This design comes from an exercise in tuning for small area and a short achievable clock period on the open sky130 flow, not from production work.
The RTL was checked by simulation tests, not by an equivalence proof against the original design.
Power and IR drop assume default switching activity.

## flow/design.v

```verilog
module viterbi_add_select #(
    parameter integer A   = 0,
    parameter integer ODD = 0       
) (
    x,
    y_n,
    bm1,
    bm2,
    bm3,
    df0,
    df1,
    df2,
    df3,
    zero,
    m_lo,
    m_hi,
    d_lo,
    d_hi
);
input  [11:0] x;           
input  [11:0] y_n;         
input  [11:0] bm1;
input  [11:0] bm2;
input  [11:0] bm3;
input  [11:0] df0;
input  [11:0] df1;
input  [11:0] df2;
input  [11:0] df3;
input         zero;      
output [11:0] m_lo;        
output [11:0] m_hi;
output        d_lo;
output        d_hi;
wire [11:0] bma = (A == 0) ? 12'd256 : (A == 1) ? bm1 : (A == 2) ? bm2 : bm3;
wire [11:0] bmb = (A == 3) ? 12'd256 : (A == 2) ? bm1 : (A == 1) ? bm2 : bm3;
wire [11:0] dab = (A == 0) ? df0 : (A == 1) ? df1 : (A == 2) ? df2 : df3;    
wire [11:0] dba = (A == 3) ? df0 : (A == 2) ? df1 : (A == 1) ? df2 : df3;    
wire [11:0] ny = y_n;
wire [11:0] y  = ~y_n;
wire [11:0] s_lo = x ^ ny ^ dab;
wire [11:0] c_lo = (x & ny) | (x & dab) | (ny & dab);
wire [11:0] s_hi = x ^ ny ^ dba;
wire [11:0] c_hi = (x & ny) | (x & dba) | (ny & dba);
wire [11:0] diff_lo = s_lo + {c_lo[10:0], 1'b1};
wire [11:0] diff_hi = s_hi + {c_hi[10:0], 1'b1};
assign d_lo = ~diff_lo[11];
assign d_hi = ~diff_hi[11];
wire [11:0] up_lo = x + bma;
wire [11:0] dn_lo = y + bmb;
wire [11:0] up_hi = x + bmb;
wire [11:0] dn_hi = y + bma;
wire [11:0] nz = {12{~zero}};
wire [11:0] inv = {12{ODD != 0}};
assign m_lo = (d_lo ? (dn_lo & nz) : (up_lo & nz)) ^ inv;
assign m_hi = (d_hi ? (dn_hi & nz) : (up_hi & nz)) ^ inv;
endmodule
module viterbi_data_forward(
    clk,
    rst,
    LLR0,
    LLR1,
    data_in_v,
    tail,
    dec,
    dec_v,
    dec_tail
);
input         clk;
input         rst;
input  [7:0]  LLR0;
input  [7:0]  LLR1;
input         data_in_v;
input         tail;
output [63:0] dec;
output        dec_v;
output        dec_tail;
reg  [7:0]  la, lb;            
reg         v0, t0;
reg  [11:0] bm1, bm2, bm3;    
reg  [11:0] df0, df1, df2, df3;  
reg         v1, t1;
wire [11:0] a = {{4{la[7]}}, la};
wire [11:0] b = {{4{lb[7]}}, lb};
always @(posedge clk) begin
    if (rst) begin
        v0 <= 1'b0;
        t0 <= 1'b0;
        v1 <= 1'b0;
        t1 <= 1'b0;
    end
    else begin
        v0 <= data_in_v;
        t0 <= data_in_v & tail;
        v1 <= v0;
        t1 <= t0;
    end
    la  <= LLR0;
    lb  <= LLR1;
    bm1 <= a + 12'd256;
    bm2 <= b + 12'd256;
    bm3 <= a + b + 12'd256;
    df0 <= -(a + b);
    df1 <= a - b;
    df2 <= b - a;
    df3 <= a + b;
end
wire [64*12-1:0] m_cur;
wire [64*12-1:0] m_new;
wire [63:0]      d_new;
genvar i;
generate
for (i = 0; i < 32; i = i + 1) begin : bf
    localparam [63:0] ATAB = 64'b00_01_00_01_11_10_11_10_11_10_11_10_00_01_00_01_10_11_10_11_01_00_01_00_01_00_01_00_10_11_10_11;
    localparam integer A = (ATAB >> (2*(31-i))) & 3;
    viterbi_add_select #(.A(A), .ODD(i % 2)) u_acs(
        .x      (m_cur[(2*i)*12 +: 12]),
        .y_n    (m_cur[(2*i+1)*12 +: 12]),
        .bm1    (bm1),
        .bm2    (bm2),
        .bm3    (bm3),
        .df0    (df0),
        .df1    (df1),
        .df2    (df2),
        .df3    (df3),
        .zero   (zero),
        .m_lo   (m_new[i*12 +: 12]),
        .m_hi   (m_new[(i+32)*12 +: 12]),
        .d_lo   (d_new[i]),
        .d_hi   (d_new[i+32])
    );
end
endgenerate
reg [64*12-1:0] m;
reg [63:0]      d;
reg             v2, t2;
reg             rst_r;
wire            zero = t1 | rst_r;
assign m_cur = m;
always @(posedge clk) begin
    rst_r <= rst;
    if (rst) begin
        v2 <= 1'b0;
        t2 <= 1'b0;
    end
    else begin
        v2 <= v1;
        t2 <= t1;
    end
    if (v1 | rst_r)
        m <= m_new;
    d <= v1 ? d_new : 64'd0;
end
assign dec      = d;
assign dec_v    = v2;
assign dec_tail = t2;
endmodule
module viterbi_data_back(
    clk,
    rst,
    dec,
    pre_v,
    pre_tail,
    decode_out,
    decode_out_v,
    tail_v,
    tail_length
);
input          clk;
input          rst;
input  [63:0]  dec;         
input          pre_v;       
input          pre_tail;    
output reg [127:0] decode_out;
output reg     decode_out_v;
output reg     tail_v;
output reg [7:0] tail_length;
reg        flush;       
reg        dv, dt;      
reg        step;        
reg [63:0] sel1;        
wire       pol = 1'b0;
reg  [6:0] ucnt;        
reg        ge;          
reg  [7:0] zcnt;        
wire [64*251-1:0] sw;   
genvar j;
generate
for (j = 0; j < 64; j = j + 1) begin : st
    localparam integer P0 = (2 * j) % 64;
    localparam integer P1 = P0 + 1;
    reg [255:6] s;
    assign sw[j*251] = (j % 2) ? pol : ~pol;
    assign sw[j*251+1 +: 250] = s;
    always @(posedge clk)
        if (step)
            s <= ~(sel1[j] ? sw[P1*251 +: 250] : sw[P0*251 +: 250]);
end
endgenerate
wire [127:0] blk_bits;
genvar k;
generate
for (k = 0; k < 128; k = k + 1) begin : ob
    assign blk_bits[k] = sw[255-k-5] ^ pol ^ ((255 - k) % 2);
end
endgenerate
reg blk_v, blk_last;
always @(posedge clk) begin
    decode_out <= blk_bits;
    if (rst) begin
        decode_out_v <= 1'b0;
        tail_v       <= 1'b0;
    end
    else begin
        decode_out_v <= blk_v;
        tail_v       <= blk_last;
    end
end
wire       blk  = (ucnt == 7'd127) & ge;
wire       last = flush & (zcnt[7] | (zcnt == 8'd127));
wire       fin  = blk & last;                   
wire       flush_nx = (dv & dt) | (flush & ~fin);
wire       step_nx  = pre_v | flush_nx;
always @(posedge clk) begin
    if (rst) begin
        flush        <= 1'b0;
        dv           <= 1'b0;
        dt           <= 1'b0;
        ucnt         <= 7'd0;
        ge           <= 1'b0;
        zcnt         <= 8'd0;
        blk_v        <= 1'b0;
        blk_last     <= 1'b0;
    end
    else begin
        flush        <= flush_nx;
        dv           <= pre_v;
        dt           <= pre_tail;
        blk_v        <= step & blk;
        blk_last     <= step & fin;
        if (step) begin
            ucnt <= ucnt + 7'd1;
            if (ucnt == 7'd127)
                ge <= 1'b1;
        end
        if (dv & dt)
            zcnt <= 8'd0;
        else if (flush) begin
            zcnt <= zcnt + 8'd1;
            if (fin) begin
                ucnt <= 7'd0;
                ge   <= 1'b0;
            end
        end
    end
    if (dv & dt)
        tail_length <= {1'b0, ucnt} + 8'd1;
end
always @(posedge clk) begin
    if (rst) begin
        step <= 1'b0;
        sel1 <= 64'd0;
    end
    else begin
        step <= step_nx;
        sel1 <= dec;
    end
end
endmodule
module viterbi_decode(
    clk,
    rst,
    LLR0,
    LLR1,
    data_in_v,
    tail,
    decode_out,
    decode_out_v,
    tail_v,
    tail_length
);
input          clk;
input          rst;
input  [7:0]   LLR0;
input  [7:0]   LLR1;
input          data_in_v;
input          tail;
output [127:0] decode_out;
output         decode_out_v;
output         tail_v;
output [7:0]   tail_length;
wire [63:0] dec;
wire        dec_v;
wire        dec_tail;
viterbi_data_forward u_viterbi_data_forward(
    .clk       (clk),
    .rst       (rst),
    .LLR0      (LLR0),
    .LLR1      (LLR1),
    .data_in_v (data_in_v),
    .tail      (tail),
    .dec       (dec),
    .dec_v     (dec_v),
    .dec_tail  (dec_tail)
);
viterbi_data_back u_viterbi_data_back(
    .clk          (clk),
    .rst          (rst),
    .dec          (dec),
    .pre_v        (dec_v),
    .pre_tail     (dec_tail),
    .decode_out   (decode_out),
    .decode_out_v (decode_out_v),
    .tail_v       (tail_v),
    .tail_length  (tail_length)
);
endmodule
```

## flow/run.sh

```bash
#!/bin/bash
# synth_recipe.tcl (not shown) runs the flow's synth.tcl, then flattens the netlist and writes it again
# the make line also repeats each setting of config.mk as NAME=value (left out here)
make -C /OpenROAD-flow-scripts/flow DESIGN_CONFIG=/design/flow/config.mk WORK_HOME=/design/flow/orfs CLKGATE_MAP_FILE= SYNTH_SCRIPT=/design/flow/synth_recipe.tcl finish
```

## flow/config.mk

```make
export PLATFORM = sky130hd
export DESIGN_NAME = viterbi_decode
export DESIGN_NICKNAME = viterbi_decode
export VERILOG_FILES = /design/flow/design.v
export SDC_FILE = /design/flow/constraint.sdc
export NUM_CORES = 8
export LEC_CHECK = 0
export CAP_MARGIN = 20
export CORE_MARGIN = 2
export CORE_UTILIZATION = 60
export CTS_BUF_LIST = sky130_fd_sc_hd__clkbuf_16
export CTS_CLUSTER_DIAMETER = 80
export CTS_CLUSTER_SIZE = 24
export SETUP_SLACK_MARGIN = 2.8
export SLEW_MARGIN = 20
export SYNTH_HIERARCHICAL = 1
```

## flow/constraint.sdc

```tcl
create_clock -name core_clock -period 6.0 [get_ports {clk}]
set_input_delay 1.2000 -clock core_clock [delete_from_list [all_inputs] [get_ports {clk}]]
set_output_delay 1.2000 -clock core_clock [all_outputs]
set_load 0.01 [all_outputs]
```

==> flow_summary.toml, run 1 <==
[setup_path]
path_max_fanout = 8
required_ps = 7160
cp.arrival_ps = 4990
critPathLaunchType = "flop"
criticalPathCategory = "reg -> reg"
cp-end-kind = "flop"

[drt]
vias_per_cell = 6.86
drt_wl_total_mm = 2590
routedWlPerCell_um = 38.7
vias = 458000
drtIter0Drc = 63000
antenna_left = 0
drtPass1Iterations = 8
drc = 0

[yosys]
synth_seq_cells = 16800
synth_cell_types = 121
synth_area_leaders = "edfxtp_1 (64%), mux2i_1 (21%), ha_1 (2.9%)"
synth_edf_count = 16500
async_flop_share_pct = 0
ys_seq_area_share_pct = 65.2
synth_top_area_cell = "edfxtp_1"
synth_ff_type = "edfxtp_1"
netlist_area_um2 = 769000
synth_top_area_share_pct = 64.2
synth_cells = 47500
synth_area_per_cell_um2 = 16.2
synth_warnings = 8

[final_layout]
post-route-util_pct = 66.5
final_common_cell = "edfxtp_1"
fill_cells = 87700
area_delta_synth_final_pct = 10.7
nNetsFinal = 51900
drive_above_1_share_pct = 12.3
final_cell_mix = "edfxtp_1 (16.5k), mux2i_1 (15.7k), inv_1 (1,996)"

[cts]
tritoncts = "built"
clk_pin_slew_worst_paths_ps = 90
cts_sinks = 16800
clock_latency_ps = 1320
cts_made_buffers = 851
clock-root-buffer = "clkbuf_16"
clockBufferDepth = 5
htreeDepth = 6

[timing]
setup_violations = 0
setup_ws_ps = 2180
worst_pin_slew_ps = 1380
slew-limit-headroom_pct = 8.25
rsz0062_at_grt = "true"
maxSlewViolCount = 0
hold_violations = 0
clock-skew-final_ps = 198
fmax_mhz = 262
post-route-min-period_ps = 3820
finalCritPeriodShare_pct = 63.7

[power]
ir_worst_vdd_v = 0.00118
cellLeakagePower_nw = 264
power_mw = 426
powerDensity_nw_per_um2 = 500

[min_path]
hp-class = "in -> reg"

[floorplanning]
fp-row-count = 416
core_area_um2 = 1280000
die-area_um2 = 1290000
die_h_mm = 1.14
die_x_mm = 1.14
initial_core_util_pct = 60.1
ios = 158

[grt]
antenna_found_initial = 143
grt_pass1_wl_mm = 3510
grt_overflow_total = 0
grt_pass1_vias = 444000
grt_max_degree = 198
grt.total_usage_pct = 38.9

[status]
status = "timing/DRC/antenna clean"

[place]
port_buffers = 157
post-place-ws_ps = 1360
dp_hpwl_mm = 1680
place.gp.congestion = 0.951

[flow_run]
maxCapViolCount = 0
==> final cells by class <==
type                    count  area, µm²  area share (%)
clock inverters           519       3780           0.444
repair buffers           2628      30800            3.62
repair inverters            3       21.3         0.00250
multi-input cells       27100     265000            31.1
well taps               16900      21200            2.49
flip-flops and latches  16800     502000            58.9
inverters                1906       7460           0.876
clock buffers             858      21500            2.52
diodes                     87        218          0.0256
==> metrics by stage <==
stage	setup TNS (ps)	std cells	hold slack (ps)	area, µm²
6_report	0	66900	305	852000
4_1_cts	0	66400	232	842000
5_1_grt	0	66800	267	851000
2_1_floorplan	-	47800	347	770000
3_5_place_dp	0	63900	369	796000
3_3_place_gp	-222	63900	362	796000
==> synth_stat cells (94+ instances only) <==
master / n
edfxtp_1: 16500
mux2i_1: 15800
inv_1: 1884
buf_2: 1768
ha_1: 1755
a21oi_1: 1050
o21ai_0: 846
nor2_1: 816
fa_1: 803
xnor2_1: 716
nand2_1: 537
nand3_1: 371
dfxtp_1: 358
nor3_1: 356
a21o_1: 323
xor2_1: 276
nor2b_1: 254
a211oi_1: 249
o21a_1: 220
o211ai_1: 186
clkbuf_1: 160
o21ai_1: 128
and3_1: 116
and2_1: 110
o21bai_1: 105
a31oi_1: 100
o31ai_1: 100
nand2b_1: 94
==> sequential cells by signal (all words and copies together) (netlist names), 11 cells and up <==
register,count
u_viterbi_data_back.sel1,64
u_viterbi_data_forward.m,768
u_viterbi_data_forward.d,64
u_viterbi_data_back.st.s,15679
u_viterbi_data_forward.df0,11
u_viterbi_data_back.decode_out,128
==> Yosys stat by module (local to each module, per instance), a selection <==
| module | cell area [µm²] | flip-flops and latches | cells inside |
|---|---|---|---|
| viterbi_data_forward | 27700 | 910 | 1165 |
| viterbi_data_back | 642000 | 15900 | 33500 |
==> routing by layer <==
| layer | track usage [%] | wire length, µm | vias to the layer above |
|---|---|---|---|
| met2 | 58.7 | 1150000 | 28100 |
| met1 | 54.3 | 999000 | 239000 |
| met5 | 0.0331 | 501 | - |
| met3 | 8.39 | 279000 | 5394 |
| li1 | - | - | 186000 |
| met4 | 19.1 | 160000 | 74 |
==> critical path, cell delays in order (launching register included) <==
cell and delay (ps):
dfxtp_4 470, buf_12 160, buf_4 270, fa_1 510, ha_1 300, o21ai_0 280
a21oi_4 100, o211ai_4 240, nor2_4 80, buf_4 130, o211ai_1 840, buf_8 260
==> report_power, final <==
part / internal [mW] / switching (mW) / total [mW]
clock network: 26.9 / 38.7 / 65.6
logic: 92.5 / 117 / 210
registers: 139 / 11.3 / 150
==> what timing repair did <==
action,4_1_cts,5_1_grt
hold buffers,0,0
endpoints found under the setup margin,971,825
pin swaps,882,912
cloned,94,19
resized for setup,2776,1502
buffers inserted,984,367
==> path summary, 6_finish.rpt <==
path	slack, ps	cells past startpoint	startpoint	end
worst max-delay path	2180	11	u_viterbi_data_forward.df3[5]$_DFF_P_	u_viterbi_data_forward.m[233]$_DFFE_PP_
worst min register to register	350	1	u_viterbi_data_forward.d[32]$_SDFF_PN0_	u_viterbi_data_back.sel1[32]$_SDFF_PP0_
worst max register to register	2180	11	u_viterbi_data_forward.df3[5]$_DFF_P_	u_viterbi_data_forward.m[233]$_DFFE_PP_
worst min-delay path	310	1	LLR0[1]	u_viterbi_data_forward.la[1]$_DFF_P_
==> cells by family after synthesis <==
family / Yosys count / synth area share, %
flip-flops: 16800 / 65.2
multiplexers: 15800 / 20.5
AO/OA/AOI/OAI: 4118 / 3.63
buffers and inverters: 3916 / 2.26
AND/OR/NAND/NOR: 3285 / 2.24
adder cells (fa/ha/maj): 2558 / 4.94
XOR/XNOR: 1040 / 1.24
other: 1 / 0.000488
==> run 2, diff against run 1 <==
--- a/flow/config.mk
+++ b/flow/config.mk
@@ -11,6 +11,5 @@
 export CTS_BUF_LIST = sky130_fd_sc_hd__clkbuf_16
-export CTS_CLUSTER_DIAMETER = 80
-export CTS_CLUSTER_SIZE = 24
+export CTS_CLUSTER_DIAMETER = 100
+export CTS_CLUSTER_SIZE = 30
 export SETUP_SLACK_MARGIN = 2.8
 export SLEW_MARGIN = 20
-export SYNTH_HIERARCHICAL = 1
==> flow_summary.toml, run 2 <==
[status]
status = "finished with violations"
so_faults = "max-slew violations"

[final_layout]
drive_above_1_share_pct = 10.9
regMostFlops = "u_viterbi_data_back.st.s"
area_delta_synth_final_pct = 9.84
final_common_cell = "edfxtp_1"
largestRegisters = "u_viterbi_data_back.st.s x15679, u_viterbi_data_forward.m x768, u_viterbi_data_back.decode_out x128"
final_cell_mix = "edfxtp_1 (16.5k), mux2i_1 (15.7k), inv_1 (1,484)"
nNetsFinal = 48700
largest_register_ffs = 15700
final_cells = 63200

[power]
powerDensity_nw_per_um2 = 455
p_switching_mw = 144
pwr-share-clk_pct = 15.7
comb_power_share_pct = 44.8
intPower_mw = 231
cellLeakagePower_nw = 251
sequentialPowerShare_pct = 39.5
switching_share_pct = 38.4
ir_worst_vdd_v = 0.000548

[setup_path]
critPathLaunchType = "flop"
crit-reg2reg-launch = "u_viterbi_data_forward.m[450]$_DFFE_PP_"
path_max_fanout = 7
required_ps = 7050
cp-end-kind = "flop"
cp.arrival_ps = 4790
criticalPathCategory = "reg -> reg"
r2r_cells = 13
r2r-end = "u_viterbi_data_forward.m[604]$_DFFE_PP_"
reg2reg_setup_slack_ps = 2250

[yosys]
synth_warnings = 2
async_flop_share_pct = 0
synth.most_common_cell = "edfxtp_1"
synth_common_cells = "edfxtp_1 (16.5k), mux2i_1 (15.7k), ha_1 (1,563), inv_1 (1,411), buf_1 (1,398)"
synth_seq_cells = 16800
synth_area_leaders = "edfxtp_1 (66%), mux2i_1 (21%), ha_1 (2.6%)"
synth_cell_types = 86
synth_area_per_cell_um2 = 16.6
synth_cells = 45300
synth_ff_type = "edfxtp_1"
synth_edf_count = 16500
synth_top_area_cell = "edfxtp_1"
synth_top_area_share_pct = 65.8
netlist_area_um2 = 751000
ys_seq_area_share_pct = 66.8

[cts]
clockBufferDepth = 5
tritoncts = "built"
cts_sinks = 16800
clock_latency_ps = 1280
clk_pin_slew_worst_paths_ps = 110
cts_made_buffers = 689
clock-root-buffer = "clkbuf_16"
htreeDepth = 6

[timing]
worst_pin_slew_ps = 1540
clock-skew-final_ps = 145
hold_violations = 0
slew-limit-headroom_pct = -2.79
setup_violations = 0
post-route-min-period_ps = 3750
fmax_mhz = 267
final.setup.tns_ps = 0
finalCritPeriodShare_pct = 62.4
maxSlewViolCount = 29
rsz0062_at_grt = "true"

[drt]
drc = 0
drtIter0Drc = 61100
antenna_left = 0
drt_wl_total_mm = 2480
vias_per_cell = 6.88
routedWlPerCell_um = 39.3
drtPass1Iterations = 9
vias = 435000

[min_path]
whs_endpoint = "u_viterbi_data_back.sel1[43]$_SDFF_PP0_"
hp-class = "reg -> reg"
hold_start = "u_viterbi_data_forward.d[43]$_SDFF_PN0_"
hold_path_depth = 1

[floorplanning]
ios = 158
die-area_um2 = 1260000
die_x_mm = 1.12
core_area_um2 = 1250000
die_h_mm = 1.12
fp-row-count = 410
initial_core_util_pct = 60.2

[place]
place.gp.congestion = 0.949
port_buffers = 157
dp_hpwl_mm = 1650
placed_cells = 60900

[grt]
busiest_layer = "met2"
grt_pass1_vias = 424000
antenna_found_initial = 149
use_met1_pct = 52.8
grt_pass1_wl_mm = 3370
grt_use_met2_pct = 59.8
grt_overflow_total = 0
grt.met3_usage_pct = 7.94
grt_max_degree = 204
grt.total_usage_pct = 38.4

[flow_run]
maxCapViolCount = 0
==> run 2: critical path: stages, from the launching register on <==
cell and delay, ps:
edfxtp_1 830, clkinvlp_4 240, buf_6 160, fa_1 510, inv_2 50, ha_4 280
a21oi_4 60, o22ai_2 190, o21ai_2 130, buf_4 140, and4_4 190, or3_4 450
a2111oi_4 230, a31o_4 130
==> run 2: what timing repair did <==
action / CTS / global route
pin swaps: 668 / 555
setup endpoints to repair: 972 / 813
setup buffers: 801 / 232
cloned: 134 / 24
hold buffers: 0 / 0
resized for setup: 2297 / 1144
==> run 2: cells by family after synthesis <==
logic type,share of synthesized area (%)
flops,66.8
mux,21.0
buf+inv,1.79
compound gates,2.86
simple gates,1.72
fa+ha+maj,4.66
xor+xnor,1.18
==> run 2: cell type report <==
type	count	area [µm²]
well taps	16500	20600
flip-flops and latches	16800	502000
repair inverters	1	20.0
clock buffers	702	17600
fillers	84900	422000
inverters	1411	5690
clock inverters	356	2550
repair buffers	2298	27600
diodes	45	113
multi-input cells	25100	249000
==> run 2: metal layers <==
layer	share of wire (%)	up-vias	routed length, µm
li1	-	177000	-
met1	38	228000	951000
met2	46	25700	1130000
met3	10	4829	257000
met4	5.7	86	140000
met5	0.022	-	556
==> run 2: power groups by stage <==
stage               Sequential (mW)  Combinational [mW]  Clock, mW
floorplan                       152                77.7          0
global placement                153                 110          0
detailed placement              152                 111          0
CTS                             148                 148       58.8
global route                    148                 176       62.3
finish                          148                 168       58.7
==> run 2: stage by stage <==
stage / instance area (µm²) / hold slack, ps / setup slack (ps) / util (%) / power, mW
3_3_place_gp: 777000 / 369 / 1440 / 62.3 / 263
6_report: 824000 / 357 / 2250 / 66.1 / 375
2_1_floorplan: 751000 / 347 / -102910 / - / 230
3_5_place_dp: 778000 / 372 / 1400 / 62.4 / 264
4_1_cts: 816000 / 290 / 2380 / 65.5 / 355
5_1_grt: 824000 / 341 / 2230 / 66.1 / 387
==> run 2: worst max path at each step <==
stage / start / endpoint / slack [ps] / cells past startpoint
floorplan: u_viterbi_data_back.step$_SDFF_PP0_ / u_viterbi_data_back.st[0].s[100]$_DFFE_PP_ / -102910 / 0
global placement: u_viterbi_data_forward.bm3[4]$_DFF_P_ / u_viterbi_data_forward.m[539]$_DFFE_PP_ / 1440 / 13
detailed placement: u_viterbi_data_forward.bm3[4]$_DFF_P_ / u_viterbi_data_forward.m[531]$_DFFE_PP_ / 1400 / 12
CTS: u_viterbi_data_forward.m[450]$_DFFE_PP_ / u_viterbi_data_forward.m[604]$_DFFE_PP_ / 2380 / 13
global route: u_viterbi_data_forward.m[450]$_DFFE_PP_ / u_viterbi_data_forward.m[218]$_DFFE_PP_ / 2230 / 14
finish: u_viterbi_data_forward.m[450]$_DFFE_PP_ / u_viterbi_data_forward.m[604]$_DFFE_PP_ / 2250 / 13
==> run 3, diff against run 2 <==
--- a/flow/design.v
+++ b/flow/design.v
@@ -80,2 +80,4 @@
 reg  [11:0] df0, df1, df2, df3;  
+reg  [11:0] bm1_b, bm2_b, bm3_b;
+reg  [11:0] df0_b, df1_b, df2_b, df3_b;
 reg         v1, t1;
@@ -105,2 +107,9 @@
     df3 <= a + b;
+    bm1_b <= a - 12'hf00;
+    bm2_b <= b - 12'hf00;
+    bm3_b <= a - (~b) + 12'd255;
+    df0_b <= ~b - a + 12'd1;
+    df1_b <= a + ~b + 12'd1;
+    df2_b <= b + ~a + 12'd1;
+    df3_b <= a - (~b) - 12'd1;
 end
@@ -117,9 +126,9 @@
         .y_n    (m_cur[(2*i+1)*12 +: 12]),
-        .bm1    (bm1),
-        .bm2    (bm2),
-        .bm3    (bm3),
-        .df0    (df0),
-        .df1    (df1),
-        .df2    (df2),
-        .df3    (df3),
+        .bm1    (i < 16 ? bm1 : bm1_b),
+        .bm2    (i < 16 ? bm2 : bm2_b),
+        .bm3    (i < 16 ? bm3 : bm3_b),
+        .df0    (i < 16 ? df0 : df0_b),
+        .df1    (i < 16 ? df1 : df1_b),
+        .df2    (i < 16 ? df2 : df2_b),
+        .df3    (i < 16 ? df3 : df3_b),
         .zero   (zero),
@@ -136,3 +145,4 @@
 reg             rst_r;
-wire            zero = t1 | rst_r;
+wire            zero = t1;
+localparam [64*12-1:0] MZERO = {32{{12{1'b1}}, 12'd0}};
 assign m_cur = m;
@@ -148,3 +158,5 @@
     end
-    if (v1 | rst_r)
+    if (rst_r)
+        m <= MZERO;
+    else if (v1)
         m <= m_new;
--- a/flow/config.mk
+++ b/flow/config.mk
@@ -7,3 +7,3 @@
 export LEC_CHECK = 0
-export CAP_MARGIN = 20
+export CAP_MARGIN = 30
 export CORE_MARGIN = 2
@@ -11,5 +11,6 @@
 export CTS_BUF_LIST = sky130_fd_sc_hd__clkbuf_16
-export CTS_CLUSTER_DIAMETER = 100
-export CTS_CLUSTER_SIZE = 30
-export SETUP_SLACK_MARGIN = 2.8
-export SLEW_MARGIN = 20
+export CTS_CLUSTER_DIAMETER = 80
+export CTS_CLUSTER_SIZE = 24
+export SETUP_SLACK_MARGIN = 3.0
+export SLEW_MARGIN = 40
+export TNS_END_PERCENT = 0
==> flow_summary.toml, run 3 <==
[setup_path]
criticalPathCategory = "reg -> reg"
crit_slowest_cell = "fa_1"
critPathLaunchType = "flop"
r2r_cells = 15
cp-end-kind = "flop"
cp-startpoint = "u_viterbi_data_forward.df2[1]$_DFF_P_"
cp.arrival_ps = 4660
required_ps = 7000
cp_slowest_stage_delay_ps = 420
path_cells = "buf_12 -> buf_12 -> fa_1 -> ha_1 -> nor2b_1 -> o21a_1 -> o21a_1 -> o2111ai_2 -> a31oi_2 -> o22ai_2 -> xnor2_2 -> buf_6 -> buf_12 -> mux2i_1 -> a22oi_1"
crit-reg2reg-launch = "u_viterbi_data_forward.df2[1]$_DFF_P_"
cp_common_cell = "buf_12"
path_max_fanout = 7

[timing]
post-route-min-period_ps = 3660
slew-limit-headroom_pct = 26.3
rsz0062_at_grt = "true"
setup_ws_ps = 2340
finalCritPeriodShare_pct = 61.0
maxSlewViolCount = 0
worst_pin_slew_ps = 1080
setup_violations = 0
fmax_mhz = 273
clock-skew-final_ps = 214
hold_slack_ps = 337
final.setup.tns_ps = 0
hold_violations = 0

[drt]
drc = 0
drtIter0Drc = 61000
vias = 428000
vias_per_cell = 6.83
drt_wl_total_mm = 2500
antenna_left = 0
drtPass1Iterations = 9
routedWlPerCell_um = 39.9

[yosys]
synth_edf_count = 15700
synth_area_per_cell_um2 = 16.5
synth_ff_type = "edfxtp_1"
synth_seq_cells = 16800
ys_seq_area_share_pct = 66.3
synth_cell_types = 89
netlist_area_um2 = 746000
synth_area_leaders = "edfxtp_1 (63%), mux2i_1 (22%), dfxtp_1 (3.1%)"
synth_top_area_cell = "edfxtp_1"
synth_cells = 45200
synth.most_common_cell = "mux2i_1"
synth_warnings = 2
synth_top_area_share_pct = 63.2
synth_common_cells = "mux2i_1 (16.1k), edfxtp_1 (15.7k), ha_1 (1,609), inv_1 (1,360), buf_1 (1,332)"
async_flop_share_pct = 0

[cts]
clock-root-buffer = "clkbuf_16"
postCtsHoldBufs = 0
clockBufferDepth = 5
cts_made_buffers = 856
htreeDepth = 6
clock_latency_ps = 1340
tritoncts = "built"
cts_sinks = 16800
clk_pin_slew_worst_paths_ps = 80

[place]
placed_area_um2 = 776000
place.gp.congestion = 0.953
post-place-ws_ps = 1690
port_buffers = 157
dp_hpwl_mm = 1710
placed_cells = 61000

[status]
status = "timing/DRC/antenna clean"

[floorplanning]
die-area_um2 = 1250000
initial_core_util_pct = 60.2
die_x_mm = 1.12
die_h_mm = 1.12
fp-row-count = 409
ios = 158
core_area_um2 = 1240000

[final_layout]
fill_cells = 86200
largest_register_ffs = 15700
drive_above_1_share_pct = 6.70
final_cell_mix = "mux2i_1 (16.0k), edfxtp_1 (15.7k), inv_1 (1,618)"
largestRegisters = "u_viterbi_data_back.st.s x15679, u_viterbi_data_forward.m x768, u_viterbi_data_back.decode_out x128"
nNetsFinal = 48000
post-route-util_pct = 65.0
regMostFlops = "u_viterbi_data_back.st.s"
final_cell_area_um2 = 805000
final_cells = 62700
final_common_cell = "mux2i_1"
area_delta_synth_final_pct = 8.00

[power]
intPower_mw = 176
switching_share_pct = 28.8
p_switching_mw = 71.1
pwr-share-clk_pct = 26.5
comb_power_share_pct = 19.5
power_mw = 247
ir_worst_vdd_v = 0.000415
sequentialPowerShare_pct = 54.0
cellLeakagePower_nw = 249
powerDensity_nw_per_um2 = 307

[min_path]
hold_start = "LLR0[6]"
hold_path_depth = 1
hp-class = "in -> reg"

[grt]
grt_overflow_total = 0
grt_pass1_wl_mm = 3380
grt.total_usage_pct = 39.0
grt_pass1_vias = 417000
grt_max_degree = 171
antenna_found_initial = 159

[flow_run]
maxCapViolCount = 0
[run 3: logic make-up (layout without fill, tap and decap cells)]
kind of cell    after synthesis  count (layout)  share of synthesized area (%)
flops                     16800           16800                           66.3
mux                       16200           16200                           21.7
buf+inv                    3422            4286                           1.76
compound gates             2977            2977                           2.61
fa+ha+maj                  2386            2386                           4.78
simple gates               2069            2069                           1.31
xor+xnor                   1282            1289                           1.53
other cells                   0             185                              0
[run 3: final timing paths]
path,end,slack [ps]
worst min register to register,u_viterbi_data_back.decode_out[93]$_DFF_P_,390
worst min-delay path,u_viterbi_data_forward.la[6]$_DFF_P_,340
worst max-delay path,u_viterbi_data_forward.m[116]$_SDFFE_PP1P_,2340
worst max register to register,u_viterbi_data_forward.m[116]$_SDFFE_PP1P_,2340
[run 3: cell type report]
class / count / area (µm²) / area share (%)
Antenna cell: 185 / 463 / 0.0575
Clock buffer: 869 / 21700 / 2.70
Clock inverter: 445 / 3240 / 0.402
Inverter: 1363 / 5190 / 0.644
Multi-Input combinational cell: 24900 / 240000 / 29.8
Sequential cell: 16800 / 495000 / 61.4
Tap cell: 16400 / 20600 / 2.55
Timing Repair Buffer: 1609 / 19400 / 2.41
[run 3: critical path: cells and delay by family (launching register included)]
| kind | cells | cell delay [ps] |
|---|---|---|
| xor gates and xnor gates | 1 | 210 |
| buffers and inverters | 4 | 640 |
| DFF | 1 | 390 |
| adders and majority gates | 2 | 710 |
| and+or+nand+nor | 1 | 130 |
| muxes | 1 | 230 |
| AOI/OAI and AO/OA | 6 | 980 |
[run 3: what timing repair did]
| action | in CTS | in global routing |
|---|---|---|
| gates cloned | 5 | 4 |
| pin swaps | 20 | 21 |
| buffers inserted | 92 | 32 |
| endpoints found under the hold margin | 0 | 0 |
| resized for setup | 309 | 51 |
| endpoints found under the setup margin | 1048 | 1389 |
[run 3: power by group through the flow]
| stage | Sequential (mW) | Clock (mW) | Combinational, mW |
|---|---|---|---|
| after global routing | 133 | 69.3 | 50.7 |
| after detailed placement | 136 | 0 | 44.6 |
| after floorplan | 142 | 0 | 27.9 |
| after CTS | 133 | 65.7 | 46.8 |
| final | 133 | 65.5 | 48.1 |
| after global placement | 136 | 0 | 43.8 |
[run 3: routing by layer]
layer	track usage [%]	wire, µm	vias up
met4	18.0	141000	70
met1	54.4	965000	224000
met2	59.6	1120000	25700
li1	-	-	174000
met5	0	455	-
met3	7.98	265000	4411
==> run 4, diff against run 3 <==
--- a/flow/design.v
+++ b/flow/design.v
@@ -14,2 +14,5 @@
     zero,
+    ld,
+    q_lo,
+    q_hi,
     m_lo,
@@ -29,2 +32,5 @@
 input         zero;      
+input         ld;        
+input  [11:0] q_lo;      
+input  [11:0] q_hi;
 output [11:0] m_lo;        
@@ -51,6 +57,10 @@
 wire [11:0] dn_hi = y + bma;
-wire [11:0] nz = {12{~zero}};
 wire [11:0] inv = {12{ODD != 0}};
-assign m_lo = (d_lo ? (dn_lo & nz) : (up_lo & nz)) ^ inv;
-assign m_hi = (d_hi ? (dn_hi & nz) : (up_hi & nz)) ^ inv;
+wire [11:0] zw  = inv;                        
+wire [11:0] lo0 = zero ? zw : ld ? (up_lo ^ inv) : q_lo;
+wire [11:0] lo1 = zero ? zw : ld ? (dn_lo ^ inv) : q_lo;
+wire [11:0] hi0 = zero ? zw : ld ? (up_hi ^ inv) : q_hi;
+wire [11:0] hi1 = zero ? zw : ld ? (dn_hi ^ inv) : q_hi;
+assign m_lo = d_lo ? lo1 : lo0;
+assign m_hi = d_hi ? hi1 : hi0;
 endmodule
@@ -134,2 +144,5 @@
         .zero   (zero),
+        .ld     (ld),
+        .q_lo   (m_cur[i*12 +: 12]),
+        .q_hi   (m_cur[(i+32)*12 +: 12]),
         .m_lo   (m_new[i*12 +: 12]),
@@ -145,4 +158,4 @@
 reg             rst_r;
-wire            zero = t1;
-localparam [64*12-1:0] MZERO = {32{{12{1'b1}}, 12'd0}};
+wire            zero = t1 | rst_r;
+wire            ld   = v1;
 assign m_cur = m;
@@ -158,6 +171,3 @@
     end
-    if (rst_r)
-        m <= MZERO;
-    else if (v1)
-        m <= m_new;
+    m <= m_new;
     d <= v1 ? d_new : 64'd0;
--- a/flow/config.mk
+++ b/flow/config.mk
@@ -15,2 +15,3 @@
 export SLEW_MARGIN = 40
+export SYNTH_HIERARCHICAL = 1
 export TNS_END_PERCENT = 0
==> flow_summary.toml, run 4 <==
[status]
status = "timing/DRC/antenna clean"

[place]
placed_cells = 64500
port_buffers = 157
place.gp.congestion = 0.974
dp_hpwl_mm = 1760

[cts]
postCtsHoldBufs = 0
tritoncts = "built"
clk_pin_slew_worst_paths_ps = 100
htreeDepth = 6
clock-root-buffer = "clkbuf_16"
cts_made_buffers = 858
cts_sinks = 16800
clockBufferDepth = 5
clock_latency_ps = 1310

[setup_path]
cp-end-kind = "flop"
path_max_fanout = 21
cp.arrival_ps = 4580
criticalPathCategory = "reg -> reg"
critPathLaunchType = "flop"
required_ps = 7070

[final_layout]
fill_cells = 89700
final_cells = 66300
regMostFlops = "u_viterbi_data_back.st.s"
largest_register_ffs = 15700
multi_input_area_um2 = 257000
largestRegisters = "u_viterbi_data_back.st.s x15679, u_viterbi_data_forward.m x768, u_viterbi_data_back.decode_out x128"
final_cell_mix = "mux2i_1 (15.8k), edfxtp_1 (15.7k), inv_1 (2,035)"
final_common_cell = "mux2i_1"
area_delta_synth_final_pct = 7.81
regArea_um2 = 495000
drive_above_1_share_pct = 7.29
nNetsFinal = 51300

[yosys]
async_flop_share_pct = 0
synth-xor-area-share_pct = 1.32
synth_area_per_cell_um2 = 15.9
synth_top_area_share_pct = 61.5
synth_top_area_cell = "edfxtp_1"
synth_top_family_by_area = "multiplexers"
synth_cell_types = 123
synth_edf_count = 15700
ys_seq_area_share_pct = 64.5
synth_common_cells = "mux2i_1 (15.8k), edfxtp_1 (15.7k), inv_1 (1,804), buf_2 (1,799), ha_1 (1,770)"
synth-simple-area-share_pct = 2.27
synth_area_leaders = "edfxtp_1 (61%), mux2i_1 (21%), dfxtp_1 (3.0%)"
synth_compound_area_share_pct = 3.89
synth_mux_area_share_pct = 20.7
synth_warnings = 8
synth_seq_cells = 16800
netlist_area_um2 = 766000
yosys.area_share.adder_pct = 5.00
synth.most_common_cell = "mux2i_1"
synth_ff_type = "edfxtp_1"
synth_cells = 48100

[grt]
grt_pass1_wl_mm = 3510
grt_max_degree = 168
grt_overflow_total = 0
grt.total_usage_pct = 39.1
grt_pass1_vias = 441000
antenna_found_initial = 176

[timing]
post-route-min-period_ps = 3510
hold_violations = 0
final.setup.tns_ps = 0
maxSlewViolCount = 0
worst_pin_slew_ps = 1130
finalCritPeriodShare_pct = 58.6
rsz0062_at_grt = "true"
clock-skew-final_ps = 171
setup_violations = 0
fmax_mhz = 285
slew-limit-headroom_pct = 24.8

[drt]
drtIter0Drc = 65200
drt_wl_total_mm = 2580
vias_per_cell = 6.89
drc = 0
wirelength_met1_mm = 1010
antenna_left = 0
wl_met2_mm = 1160
drtPass1Iterations = 7
wl_met3_mm = 269
highest_layer = "met5"
vias = 456000
routedWlPerCell_um = 39.0

[flow_run]
maxCapViolCount = 0

[power]
powerDensity_nw_per_um2 = 303
ir_worst_vdd_v = 0.000293
cellLeakagePower_nw = 257

[min_path]
hp-class = "reg -> reg"

[floorplanning]
initial_core_util_pct = 60.1
core_area_um2 = 1280000
die_h_mm = 1.13
ios = 158
die_x_mm = 1.13
die-area_um2 = 1290000
fp-row-count = 415
-- run 4: changes by cell type after synthesis, moves of 161 or more --
cell / previous run / this run
clkbuf_1: 612 / 339
buf_1: 1332 / 13
a211oi_1: 54 / 289
mux2i_1: 16110 / 15808
a311oi_1: 0 / 185
a22oi_1: 260 / 0
ha_1: 1609 / 1770
buf_2: 73 / 1799
nor2_1: 639 / 876
a21oi_1: 688 / 1199
nand3_1: 118 / 372
inv_1: 1360 / 1804
-- run 4: where the power goes --
part	total, mW	internal (mW)	switching [mW]
registers	134	130	3.49
clock network	66.1	27.1	39.0
logic	50.5	19.1	31.4
total	250	177	73.8
-- run 4: per-stage QoR --
step,cell area (µm²),hold slack [ps],power [mW],setup WS [ps],utilization (%)
final,826000,378,250,2490,64.8
after global routing,826000,373,257,2450,64.8
after CTS,825000,308,249,2600,64.7
after detailed placement,795000,358,182,1750,62.4
after global placement,793000,353,182,927,62.2
after floorplan,767000,347,172,-102910,-
-- run 4: layout make-up --
| type | count | share of cell area (%) |
|---|---|---|
| Multi-Input combinational cell | 27500 | 31.1 |
| Inverter | 1827 | 0.840 |
| Tap cell | 16900 | 2.56 |
| Sequential cell | 16800 | 59.9 |
| Timing Repair Buffer | 1746 | 2.47 |
| Clock inverter | 443 | 0.434 |
| Clock buffer | 867 | 2.63 |
| Antenna cell | 190 | 0.0576 |
-- run 4: metal layers --
layer	vias to the layer above	GRT usage [%]
met1	238000	54.6
met4	80	18.3
met3	4868	7.72
met2	27300	59.9
met5	-	0
li1	186000	-
-- run 4: cell families after synthesis --
family          count (synthesis)
flops                       16800
compound gates               4348
simple gates                 3328
other cells                     1
xor+xnor                     1114
mux                         15900
fa+ha+maj                    2577
buf+inv                      4024
-- run 4: timing repair --
action,in CTS,in global routing
gates resized for setup,556,91
pin swaps,64,15
gates cloned,10,3
setup buffers,247,27
setup endpoints to repair,1414,2556
-- run 4: final timing paths --
path / start / to / slack, ps / cells after the start
worst min-delay path: u_viterbi_data_forward.v0$_SDFF_PP0_ / u_viterbi_data_forward.v1$_SDFF_PP0_ / 380 / 1
worst min register to register: u_viterbi_data_forward.v0$_SDFF_PP0_ / u_viterbi_data_forward.v1$_SDFF_PP0_ / 380 / 1
worst max-delay path: u_viterbi_data_forward.bm1_b[2]$_DFF_P_ / u_viterbi_data_forward.m[70]$_DFF_P_ / 2490 / 10
worst max register to register: u_viterbi_data_forward.bm1_b[2]$_DFF_P_ / u_viterbi_data_forward.m[70]$_DFF_P_ / 2490 / 10
-- run 4: per-module statistics from Yosys (local to each module, per instance), excerpt --
| module | area, µm² | cells inside | times used | flip-flops and latches |
|---|---|---|---|---|
| viterbi_data_back | 642000 | 33500 | 1 | 15900 |
| viterbi_data_forward | 21400 | 1313 | 1 | 942 |
-- run 4: critical path, cell delays in order, from the launching register on --
cell and delay, ps:
dfxtp_4 510, buf_12 210, buf_16 340, ha_1 360, nor2b_1 200, o31a_1 290
o31ai_1 230, a21boi_1 110, o21ai_0 370, a41oi_1 200, a221o_1 350
==> run 5, diff against run 4 <==
--- a/flow/config.mk
+++ b/flow/config.mk
@@ -9,3 +9,3 @@
 export CORE_MARGIN = 2
-export CORE_UTILIZATION = 60
+export CORE_UTILIZATION = 66
 export CTS_BUF_LIST = sky130_fd_sc_hd__clkbuf_16
==> flow_summary.toml, run 5 <==
[setup_path]
path_cells = "buf_12 -> buf_4 -> inv_1 -> nor2_2 -> nand4_1 -> o211ai_1"
critPathBufInv = 3
criticalPathCategory = "reg -> reg"
cp.arrival_ps = 4540
critPathLaunchType = "flop"
crit_slowest_cell = "dfxtp_4"
cp_slowest_stage_delay_ps = 710
cp-end-kind = "flop"
required_ps = 7070
path_max_fanout = 66
reg2reg_setup_slack_ps = 2530
crit_family = "buffers and inverters"

[final_layout]
largest_register_ffs = 15700
post-route-util_pct = 71.2
regMostFlops = "u_viterbi_data_back.st.s"
area_delta_synth_final_pct = 7.58
nNetsFinal = 51300
final_common_cell = "mux2i_1"
drive_above_1_share_pct = 7.29
largestRegisters = "u_viterbi_data_back.st.s x15679, u_viterbi_data_forward.m x768, u_viterbi_data_back.decode_out x128"
final_cell_mix = "mux2i_1 (15.8k), edfxtp_1 (15.7k), inv_1 (2,061)"

[power]
powerDensity_nw_per_um2 = 303
cellLeakagePower_nw = 257
ir_worst_vdd_v = 0.000323

[yosys]
yosys.area_share.adder_pct = 5.00
ys_seq_area_share_pct = 64.5
synth.most_common_cell = "mux2i_1"
synth_area_per_cell_um2 = 15.9
synth_compound_area_share_pct = 3.89
synth_ff_type = "edfxtp_1"
synth_mux_area_share_pct = 20.7
synth_top_area_share_pct = 61.5
async_flop_share_pct = 0
synth_cell_types = 123
netlist_area_um2 = 766000
synth_top_area_cell = "edfxtp_1"
synth_area_leaders = "edfxtp_1 (61%), mux2i_1 (21%), dfxtp_1 (3.0%)"
synth_seq_cells = 16800
synth_common_cells = "mux2i_1 (15.8k), edfxtp_1 (15.7k), inv_1 (1,804), buf_2 (1,799), ha_1 (1,770)"
synth-simple-area-share_pct = 2.27
synth_cells = 48100
synth-xor-area-share_pct = 1.32
synth_edf_count = 15700
synth_top_family_by_area = "multiplexers"
synth_warnings = 8

[cts]
cts_sinks = 16800
postCtsHoldBufs = 0
htreeDepth = 6
clockBufferDepth = 5
tritoncts = "built"
clk_pin_slew_worst_paths_ps = 90
cts_made_buffers = 854
clock-root-buffer = "clkbuf_16"
clock_latency_ps = 1320

[timing]
maxSlewViolCount = 0
setup_ws_ps = 2530
clock-skew-final_ps = 168
finalCritPeriodShare_pct = 57.8
post-route-min-period_ps = 3470
fmax_mhz = 288
slew-limit-headroom_pct = 28.2
worst_pin_slew_ps = 1080
rsz0062_at_grt = "true"
final.setup.tns_ps = 0
setup_violations = 0
hold_violations = 0

[flow_run]
maxCapViolCount = 0

[place]
place.gp.congestion = 0.983
dp_hpwl_mm = 1720
post-place-ws_ps = 1820
port_buffers = 157

[floorplanning]
initial_core_util_pct = 66.2
die_x_mm = 1.08
ios = 158
fp-row-count = 395
die-area_um2 = 1170000
die_h_mm = 1.08
core_area_um2 = 1160000

[drt]
routedWlPerCell_um = 39.3
drt_wl_total_mm = 2560
antenna_left = 0
vias_per_cell = 7.13
drc = 0
drtPass1Iterations = 9
drtIter0Drc = 72700
vias = 463000

[grt]
grt_overflow_total = 0
grt.total_usage_pct = 42.7
grt_pass1_wl_mm = 3480
grt_pass1_vias = 447000
grt_max_degree = 172
antenna_found_initial = 203

[min_path]
hp-class = "reg -> reg"

[status]
status = "timing/DRC/antenna clean"
## run 5: changes by cell type in the layout (fill, tap and decap cells not counted), moves of 10 or more
cell and change:
clkinv_2 -10, dfxtp_4 +24, diode_2 +60, clkdlybuf4s50_1 -18, inv_1 +26, buf_4 +33
dfxtp_2 -29, buf_6 -26, clkdlybuf4s15_2 +12
## run 5: path summary, 6_finish.rpt
path,startpoint,cells after the start,to
worst max register to register,u_viterbi_data_forward.v1$_SDFF_PP0_,6,u_viterbi_data_forward.m[347]$_DFF_P_
worst max-delay path,u_viterbi_data_forward.v1$_SDFF_PP0_,6,u_viterbi_data_forward.m[347]$_DFF_P_
worst min register to register,u_viterbi_data_back.blk_last$_SDFF_PP0_,1,u_viterbi_data_back.tail_v$_SDFF_PP0_
worst min-delay path,u_viterbi_data_back.blk_last$_SDFF_PP0_,1,u_viterbi_data_back.tail_v$_SDFF_PP0_
## run 5: per-stage QoR
| step | area, µm² | std cells | hold WS [ps] | power [mW] |
|---|---|---|---|---|
| 2_1_floorplan | 767000 | 48300 | 347 | 172 |
| 3_3_place_gp | 791000 | 63000 | 368 | 181 |
| 3_5_place_dp | 793000 | 63000 | 360 | 182 |
| 4_1_cts | 822000 | 64600 | 272 | 247 |
| 5_1_grt | 824000 | 64900 | 346 | 256 |
| 6_report | 824000 | 64900 | 345 | 250 |
## run 5: timing repair
item	CTS	global route
cloned	8	5
endpoints found under the setup margin	1011	1001
hold endpoints to repair	0	0
buffers inserted	269	48
resized for setup	611	125
pin swaps	66	30
## run 5: worst reg2reg max path, stage by stage (launching register included)
cell and delay, ps:
dfxtp_4 710, buf_12 440, buf_4 840, inv_1 250, nor2_2 500, nand4_1 370, o211ai_1 260
## run 5: kinds of logic after synthesis
logic type	count (synthesis)
DFF	16800
muxes	15900
AOI/OAI and AO/OA	4348
buffers and inverters	4024
and+or+nand+nor	3328
adders and majority gates	2577
xor gates and xnor gates	1114
other	1
## run 5: layout make-up
class                   count  area [µm²]
clock inverters           460        3460
clock buffers             858       21500
flip-flops and latches  16800      495000
well taps               15500       19400
repair buffers           1757       20500
diodes                    250         626
fillers                 73100      333000
multi-input cells       27500      257000
inverters                1827        6960
## run 5: metal layers
layer	track usage [%]	wire length, µm	up-vias
met5	0	852	-
met4	23.8	174000	115
met3	11.6	345000	6293
met2	62.4	1110000	34400
met1	58.6	929000	236000
li1	-	-	186000
## run 5: modules after synthesis, one instance, submodules excluded, excerpt
module	cells	area, µm²	copies in the design
viterbi_data_forward	1313	21400	1
viterbi_data_back	33500	642000	1
## run 5: power breakdown
part           total (mW)  switching, mW  internal, mW
logic                51.2           31.7          19.5
registers             134           3.40           130
clock network        65.1           38.5          26.6
total                 250           73.6           177
==> run 6, diff against run 5 <==
--- a/flow/config.mk
+++ b/flow/config.mk
@@ -9,6 +9,6 @@
 export CORE_MARGIN = 2
-export CORE_UTILIZATION = 66
+export CORE_UTILIZATION = 60
 export CTS_BUF_LIST = sky130_fd_sc_hd__clkbuf_16
-export CTS_CLUSTER_DIAMETER = 80
-export CTS_CLUSTER_SIZE = 24
+export CTS_CLUSTER_DIAMETER = 90
+export CTS_CLUSTER_SIZE = 27
 export SETUP_SLACK_MARGIN = 3.0
==> flow_summary.toml, run 6 <==
[min_path]
hold_start = "u_viterbi_data_forward.d[28]$_SDFF_PN0_"
hold_path_depth = 1
whs_endpoint = "u_viterbi_data_back.sel1[28]$_SDFF_PP0_"
hp-class = "reg -> reg"

[yosys]
synth_top_area_cell = "edfxtp_1"
synth_common_cells = "mux2i_1 (15.8k), edfxtp_1 (15.7k), inv_1 (1,804), buf_2 (1,799), ha_1 (1,770)"
synth.most_common_cell = "mux2i_1"
synth_area_leaders = "edfxtp_1 (61%), mux2i_1 (21%), dfxtp_1 (3.0%)"
synth_seq_cells = 16800
ys_seq_area_share_pct = 64.5
synth_ff_type = "edfxtp_1"
synth_cells = 48100
synth_warnings = 8
netlist_area_um2 = 766000
synth_edf_count = 15700
synth_area_per_cell_um2 = 15.9
synth_cell_types = 123
async_flop_share_pct = 0
synth_top_area_share_pct = 61.5

[setup_path]
reg2reg_setup_slack_ps = 2450
path_max_fanout = 14
critPathLaunchType = "flop"
crit-reg2reg-launch = "u_viterbi_data_forward.bm1_b[0]$_DFF_P_"
r2r-end = "u_viterbi_data_forward.m[728]$_DFF_P_"
cp-end-kind = "flop"
criticalPathCategory = "reg -> reg"
required_ps = 7050
cp.arrival_ps = 4600
r2r_cells = 10

[final_layout]
multi_input_area_um2 = 257000
drive_above_1_share_pct = 7.16
largest_register_ffs = 15700
regMostFlops = "u_viterbi_data_back.st.s"
final_cell_area_um2 = 823000
largestRegisters = "u_viterbi_data_back.st.s x15679, u_viterbi_data_forward.m x768, u_viterbi_data_back.decode_out x128"
area_delta_synth_final_pct = 7.47
final_common_cell = "mux2i_1"
regArea_um2 = 495000
final_cell_mix = "mux2i_1 (15.8k), edfxtp_1 (15.7k), inv_1 (2,020)"
fill_cells = 90000
nNetsFinal = 51300

[drt]
drt_wl_total_mm = 2580
antenna_left = 0
routedWlPerCell_um = 39.0
vias_per_cell = 6.88
vias = 455000
drc = 0
drtIter0Drc = 64900
drtPass1Iterations = 10

[grt]
antenna_found_initial = 176
grt.total_usage_pct = 39.1
grt_overflow_total = 0
grt_pass1_wl_mm = 3510
grt_pass1_vias = 439000
grt_max_degree = 168

[timing]
setup_ws_ps = 2450
clock-skew-final_ps = 126
setup_violations = 0
slew-limit-headroom_pct = 19.8
hold_violations = 0
final.setup.tns_ps = 0
fmax_mhz = 282
rsz0062_at_grt = "true"
maxSlewViolCount = 0
hold_slack_ps = 374
finalCritPeriodShare_pct = 59.2
post-route-min-period_ps = 3550
worst_pin_slew_ps = 1200

[power]
ir_worst_vdd_v = 0.000247
cellLeakagePower_nw = 256
power_mw = 247
powerDensity_nw_per_um2 = 299

[floorplanning]
die_x_mm = 1.13
fp-row-count = 415
core_area_um2 = 1280000
die_h_mm = 1.13
initial_core_util_pct = 60.1
ios = 158
die-area_um2 = 1290000

[cts]
clock_latency_ps = 1290
clockBufferDepth = 5
cts_made_buffers = 764
clock-root-buffer = "clkbuf_16"
clk_pin_slew_worst_paths_ps = 110
tritoncts = "built"
htreeDepth = 6
postCtsHoldBufs = 0
cts_sinks = 16800

[status]
status = "timing/DRC/antenna clean"

[place]
port_buffers = 157
placed_area_um2 = 795000
place.gp.congestion = 0.974
dp_hpwl_mm = 1760
post-place-ws_ps = 1750

[flow_run]
maxCapViolCount = 0
run 6: cell count changes in the layout (fill, tap and decap cells not counted), sizes merged, moves of 2 or more:
cell	before	now
diode	250	213
clkinvlp	29	22
bufinv	2	4
buf	1607	1619
inv	2183	2119
dlygate4sd2	111	124
clkdlybuf4s15	15	1
clkdlybuf4s50	21	30
clkbuf	859	775
run 6: worst max-delay path, stage by stage, from the launching register on:
cell and delay (ps):
dfxtp_4 420, buf_12 200, ha_1 280, fa_1 450, a211o_1 350, a21oi_2 170
o21ai_1 140, a21oi_1 190, xnor2_1 220, o21ai_2 140, a311oi_4 740
run 6: final cells by class:
cell class              count  share of cell area [%]
diodes                    213                  0.0647
clock buffers             773                    2.35
clock inverters           391                   0.347
inverters                1827                   0.843
multi-input cells       27500                    31.2
flip-flops and latches  16800                    60.1
well taps               16900                    2.57
repair buffers           1778                    2.51
run 6: worst max-delay path by stage:
stage | start | end | slack (ps) | cells after the start
after global routing | u_viterbi_data_forward.df0[8]$_DFF_P_ | u_viterbi_data_forward.m[175]$_DFF_P_ | 2450 | 11
after global placement | u_viterbi_data_forward.df1_b[8]$_DFF_P_ | u_viterbi_data_forward.m[320]$_DFF_P_ | 930 | 11
after CTS | u_viterbi_data_forward.df1_b[8]$_DFF_P_ | u_viterbi_data_forward.m[265]$_DFF_P_ | 2620 | 13
after detailed placement | u_viterbi_data_forward.df3_b[0]$_DFF_P_ | u_viterbi_data_forward.m[130]$_DFF_P_ | 1750 | 13
final | u_viterbi_data_forward.bm1_b[0]$_DFF_P_ | u_viterbi_data_forward.m[728]$_DFF_P_ | 2450 | 10
after floorplan | u_viterbi_data_back.step$_SDFF_PP0_ | u_viterbi_data_back.st[0].s[100]$_DFFE_PP_ | -102910 | 0
run 6: per-stage QoR:
| stage | util [%] | std cells |
|---|---|---|
| 2_1_floorplan | - | 48300 |
| 3_3_place_gp | 62.2 | 64400 |
| 3_5_place_dp | 62.4 | 64500 |
| 4_1_cts | 64.4 | 65900 |
| 5_1_grt | 64.6 | 66100 |
| 6_report | 64.6 | 66200 |
run 6: per-module statistics from Yosys, one instance, submodules excluded, a selection:
module	times used	cell area (µm²)	flops+latches
viterbi_data_forward	1	21400	942
viterbi_data_back	1	642000	15900
run 6: logic make-up (layout without fill, tap and decap cells):
kind of cell	after synthesis	count (layout)	share of synthesized area (%)
AOI/OAI and AO/OA	4348	4349	3.89
xor gates and xnor gates	1114	1117	1.32
adders and majority gates	2577	2577	5.00
buffers and inverters	4024	4769	2.30
DFF	16800	16800	64.5
muxes	15900	15900	20.7
other	1	453	0.000489
and+or+nand+nor	3328	3330	2.27
run 6: metal layers:
layer | share of wire, % | track usage, % | vias up
li1 | - | - | 186000
met1 | 39 | 54.5 | 238000
met2 | 45 | 60.0 | 26700
met3 | 10 | 7.70 | 4523
met4 | 5.6 | 18.0 | 88
met5 | 0.023 | 0 | -
run 6: timing repair:
| action | 4_1_cts | 5_1_grt |
|---|---|---|
| endpoints found under the setup margin | 1629 | 2919 |
| pin swaps | 64 | 32 |
| cloned | 7 | 7 |
| buffers inserted | 262 | 42 |
| resized for setup | 578 | 120 |
run 6: power breakdown:
part | internal [mW] | switching (mW) | leakage (nW)
logic | 19.3 | 31.5 | 92.8
clock network | 24.2 | 37.7 | 11.7
registers | 130 | 3.48 | 151

-- re-timing with driven ports --
No port has a modelled driver above. Below, the same layouts with a new extraction and two added sets of constraints. Step 1 (the two cells are an assumption about what drives the block):
set clk [get_ports {clk}]
set_driving_cell -lib_cell sky130_fd_sc_hd__clkbuf_16 $clk
set_driving_cell -lib_cell sky130_fd_sc_hd__buf_2 [delete_from_list [all_inputs] $clk]
Step 2 also shifts input and output timing later by t, the mid clock arrival at the registers, as if the neighbouring blocks saw the same clock. a / b / c = ideal / step 1 / step 2; a / b = the first two.
| run | shift t [ns] | setup slack, ns | worst setup path at the end |
|---|---|---|---|
| run 1 | 1.398 | 2.177 / 2.177 / 2.177 | register to register |
| run 2 | 1.385 | 2.254 / 2.254 / 2.254 | register to register |
| run 3 | 1.415 | 2.338 / 2.293 / 2.338 | register to register |
| run 4 | 1.425 | 2.486 / 2.458 / 2.486 | register to register |
| run 5 | 1.405 | 2.530 / 2.398 / 2.530 | register to register |
| run 6 | 1.417 | 2.449 / 2.449 / 2.449 | register to register |
